This design comes from an exercise in tuning for small area on the open sky130 flow, not from production work. Function was checked by simulation only, so behaviour that the tests miss may differ from the original. The clock input has no modelled driver; a real chip could not lean on it and would need a root buffer or a full tree. Power figures rest on the tool's default switching activity, not on a simulated workload.

==> flow/design.v <==
`timescale 1ns / 1ps
module digital_clock(
    output [7:0] seg_out,
    output [3:0] seg_digit,
    input clk,
    input reset
    );
	reg  [2:0] pre_q;
	wire [2:0] pre_n;
	wire [2:0] pre = pre_q ^ 3'd0;
	reg  [2:0] sev_q;
	wire [2:0] sev_n;
	wire [2:0] sev = sev_q ^ 3'd0;
	reg  [10:0] tim_q;
	wire [10:0] tim_n;
	wire [10:0] tim = tim_q ^ 11'd1;
	reg  [1:0] sel_q;
	wire [1:0] sel_n;
	wire [1:0] sel = sel_q ^ 2'd2;
	reg  [3:0] min01_q;
	wire [3:0] min01_n;
	wire [3:0] min01 = min01_q ^ 4'd0;
	reg  [2:0] min10_q;
	wire [2:0] min10_n;
	wire [2:0] min10 = min10_q ^ 3'd0;
	reg  [3:0] hour01_q;
	wire [3:0] hour01_n;
	wire [3:0] hour01 = hour01_q ^ 4'd4;
	reg  [1:0] hour10_q;
	wire [1:0] hour10_n;
	wire [1:0] hour10 = hour10_q ^ 2'd0;
	wire tend = ~tim[10] & tim[9] & tim[8] & (tim[6:0] == 7'd0);
	wire mtick = tend & pre[1] & pre[0];              
	wire stick = pre[2] & pre[1] & sev[1] & sev[0];   
	wire c1 = min01[3] & min01[1];
	wire c2 = min10[2] & min10[1];
	wire c3 = hour01[3] & hour01[1];
	assign pre_n = {pre[1:0], ~pre[0] | pre[2]};
	assign sev_n = {sev[1:0], ~(sev[2] ^ sev[1])};
	assign tim_n = {tim[9:0], ~(tim[10] ^ tim[8]) ^ tend};
	assign sel_n = {sel[1] ^ (sel[0] & stick), sel[0] ^ stick};
	assign min01_n[0] = min01[0] ^ mtick;
	assign min01_n[1] = (min01[1] & ~min01[3]) ^ (mtick & min01[0]);
	assign min01_n[2] = min01[2] ^ (mtick & min01[0] & min01[1]);
	assign min01_n[3] = (min01[3] & ~min01[1]) | (mtick & min01[0] & min01[1] & min01[2]);
	assign min10_n[0] = min10[0] ^ c1;
	assign min10_n[1] = (min10[1] & ~min10[2]) ^ (c1 & min10[0]);
	assign min10_n[2] = min10[2] ^ (min10[1] & (min10[2] | (c1 & min10[0])));
	assign hour01_n[0] = hour01[0] ^ c2;
	assign hour01_n[1] = (hour01[1] & ~hour01[3]) ^ (c2 & hour01[0]);
	assign hour01_n[2] = (hour01[2] & ~hour10[1]) ^ (c2 & hour01[0] & hour01[1]);
	assign hour01_n[3] = (hour01[3] & ~hour01[1]) | (c2 & hour01[0] & hour01[1] & hour01[2]);
	assign hour10_n[0] = hour10[0] ^ c3;
	assign hour10_n[1] = (hour10[1] & ~hour01[2]) | (hour10[0] & c3);
	wire [1:0] dsel = {sel[1] ^ (sel[0] & stick), sel[0] ^ stick};
	assign seg_digit = ~(4'b0001 << dsel);
	wire [3:0] x;
	assign x[3] = ~sel[0] & (sel[1] ? hour01[3] : min01[3]);
	assign x[2] = sel[1] ? (~sel[0] & hour01[2]) : (sel[0] ? min10[2] : min01[2]);
	assign x[1] = sel[1] ? (sel[0] ? hour10[1] : hour01[1]) : (sel[0] ? min10[1] : min01[1]);
	assign x[0] = sel[1] ? (sel[0] ? hour10[0] : hour01[0]) : (sel[0] ? min10[0] : min01[0]);
	assign seg_out[7] = x[3] | x[1] | ~(x[2] ^ x[0]);
	assign seg_out[6] = ~(x[2] & (x[1] ^ x[0]));
	assign seg_out[5] = x[3] | x[2] | ~x[1] | x[0];
	assign seg_out[4] = ~((~x[1] & (x[2] ^ x[0])) | (x[2] & x[1] & x[0]));
	assign seg_out[3] = ~x[0] & (~x[2] | x[1]);
	assign seg_out[2] = ~((~x[3] & ~x[2] & (x[1] | x[0])) | (x[1] & x[0]));
	assign seg_out[1] = ~((~x[3] & ~x[2] & ~x[1]) | (x[2] & x[1] & x[0]) | (x[3] & x[1]));
	assign seg_out[0] = 1'b0;
	always @(posedge clk, negedge reset) begin
		if (!reset) begin
			pre_q <= 3'b000 ^ 3'd0;
			sev_q <= 3'b000 ^ 3'd0;
			tim_q <= 11'b00110000000 ^ 11'd1;
			sel_q <= 2'b00 ^ 2'd2;
			min01_q <= 4'd0 ^ 4'd0;
			min10_q <= 3'd0 ^ 3'd0;
			hour01_q <= 4'd0 ^ 4'd4;
			hour10_q <= 2'd0 ^ 2'd0;
		end else begin
			pre_q <= pre_n ^ 3'd0;
			sev_q <= sev_n ^ 3'd0;
			tim_q <= tim_n ^ 11'd1;
			sel_q <= sel_n ^ 2'd2;
			min01_q <= min01_n ^ 4'd0;
			min10_q <= min10_n ^ 3'd0;
			hour01_q <= hour01_n ^ 4'd4;
			hour10_q <= hour10_n ^ 2'd0;
		end
	end
endmodule
export LEC_CHECK = 0
export CAP_MARGIN = 20
export CORE_AREA = 2.3 2.72 59.8 59.84
export DIE_AREA = 0 0 62.1 62.1
export PLACE_DENSITY = 0.75
export SLEW_MARGIN = 20
create_clock -name core_clock -period 5.0 [get_ports {clk}]
standard.sh (not shown) runs the stock make flow with config.mk's settings and CLKGATE_MAP_FILE= SYNTH_SCRIPT=/design/flow/synth_recipe.tcl, a recipe that flattens the netlist after the stock synthesis.
==> flow/flow/run.sh <==
#!/bin/bash
# Own layout flow: the standard flow, except
#  - synthesis maps the logic with an area-oriented ABC script and no adder
#    cells, tried with a few seeds; the smallest netlist whose registers match
#    the standard synthesis (names and cell types) is laid out,
#  - ports are buffered with the smallest buffer,
#  - the clock tree CTS builds is replaced by one buffer (post_cts.tcl).
# Each tool's output goes to a log file of its own in this folder.
set -euo pipefail
W=$(pwd)
F=$W/flow
R=$W/orfs/results/$FLOW_PLATFORM/digital_clock/base

# 1. the standard synthesis, for its register names
bash standard.sh synth > std_synth.log 2>&1
cp $R/1_2_yosys.v std_netlist.v

# 2. our synthesis, with a few seeds of ABC's deepsyn; keep the smallest netlist
#    whose registers match the standard synthesis
cands=""
for seed in 0 1 2 3; do
  sed "s/@SEED@/$seed/" $F/abc_area.script > abc_area_$seed.script
  export OWN_ABC_SCRIPT=$W/abc_area_$seed.script
  make -C $FLOW_HOME DESIGN_CONFIG=$FLOW_CONFIG WORK_HOME=$W/orfs_own_$seed CLKGATE_MAP_FILE= \
    SYNTH_SCRIPT=$F/own_synth.tcl ADDER_MAP_FILE= synth > own_synth_$seed.log 2>&1 || true
  cp $W/orfs_own_$seed/results/$FLOW_PLATFORM/digital_clock/base/1_2_yosys.v own_netlist_$seed.v || true
  cands="$cands own_netlist_$seed.v"
done
best=$(python3 $F/pick.py std_netlist.v $cands 2> pick.log)
echo "picked: $best" >> pick.log
if [[ "$best" != "none" ]]; then
  cp $best $R/1_2_yosys.v
  touch $R/1_2_yosys.v
fi

# 3. the rest of the standard flow
export BUFFER_PORTS_ARGS="-buffer_cell sky130_fd_sc_hd__buf_1"
CTS_DEFAULT="-sink_clustering_enable -repair_clock_nets -dont_use_dummy_load -buf_list {sky130_fd_sc_hd__clkbuf_2 sky130_fd_sc_hd__clkbuf_4 sky130_fd_sc_hd__clkbuf_8}"
export CTS_ARGS="${OWN_CTS_ARGS:-$CTS_DEFAULT}"
export OWN_CLK_BUF=${OWN_CLK_BUF:-sky130_fd_sc_hd__buf_12}
export OWN_CLK_NBUF=${OWN_CLK_NBUF:-1}
export POST_CTS_TCL=$F/post_cts.tcl
bash standard.sh finish > finish.log 2>&1
Other scripts of this flow, unchanged in this note and not shown: flow/flow/abc_area.script, flow/flow/own_synth.tcl, flow/flow/pick.py, flow/flow/post_cts.tcl
The baseline finished with timing, DRC and antenna clean.
==> next run, changes <==
--- a/flow/flow/run.sh
+++ b/flow/flow/run.sh
@@ -5,3 +5,4 @@
 #    the standard synthesis (names and cell types) is laid out,
-#  - ports are buffered with the smallest buffer,
+#  - ports are buffered with the smallest buffer (also the one synthesis puts
+#    on the constant output),
 #  - the clock tree CTS builds is replaced by one buffer (post_cts.tcl).
@@ -24,3 +25,4 @@
   make -C $FLOW_HOME DESIGN_CONFIG=$FLOW_CONFIG WORK_HOME=$W/orfs_own_$seed CLKGATE_MAP_FILE= \
-    SYNTH_SCRIPT=$F/own_synth.tcl ADDER_MAP_FILE= synth > own_synth_$seed.log 2>&1 || true
+    SYNTH_SCRIPT=$F/own_synth.tcl ADDER_MAP_FILE= \
+    "MIN_BUF_CELL_AND_PORTS=sky130_fd_sc_hd__buf_1 A X" synth > own_synth_$seed.log 2>&1 || true
   cp $W/orfs_own_$seed/results/$FLOW_PLATFORM/digital_clock/base/1_2_yosys.v own_netlist_$seed.v || true
=>
- design area is unchanged
- setup slack gains 0.036 ns
- cell count is unchanged
- clock skew stays flat
- sequential power barely changes
In every run of this note, the design's own scripts or RTL, not TritonCTS, make the clock network.

## afterwards: timing with drivers on the ports
No port has a modelled driver above. Below, the same layouts with a new extraction and two added sets of constraints. Step 1: set_driving_cell puts a clkbuf_16 on clk and a buf_2 on each other input, an assumption about the parent block. Step 2 adds t to the input delays and takes it off the output delays; t is the mean of the earliest and latest rising clock arrival at the registers after step 1. Input paths then give back, and output paths get back, about the clock's delay inside the block. Three values: no drivers, after step 1, after step 2; two values: the first two.
run | shift t [ns] | setup slack, ns | worst slew at a driven data input, ns | pins driven straight from the clock port
the first run | 0.170 | 1.863 / 1.834 / 2.004 | 0.03 | 1
the second run | 0.170 | 1.899 / 1.872 / 2.041 | 0.03 | 1
After both steps every run listed still meets setup and hold.
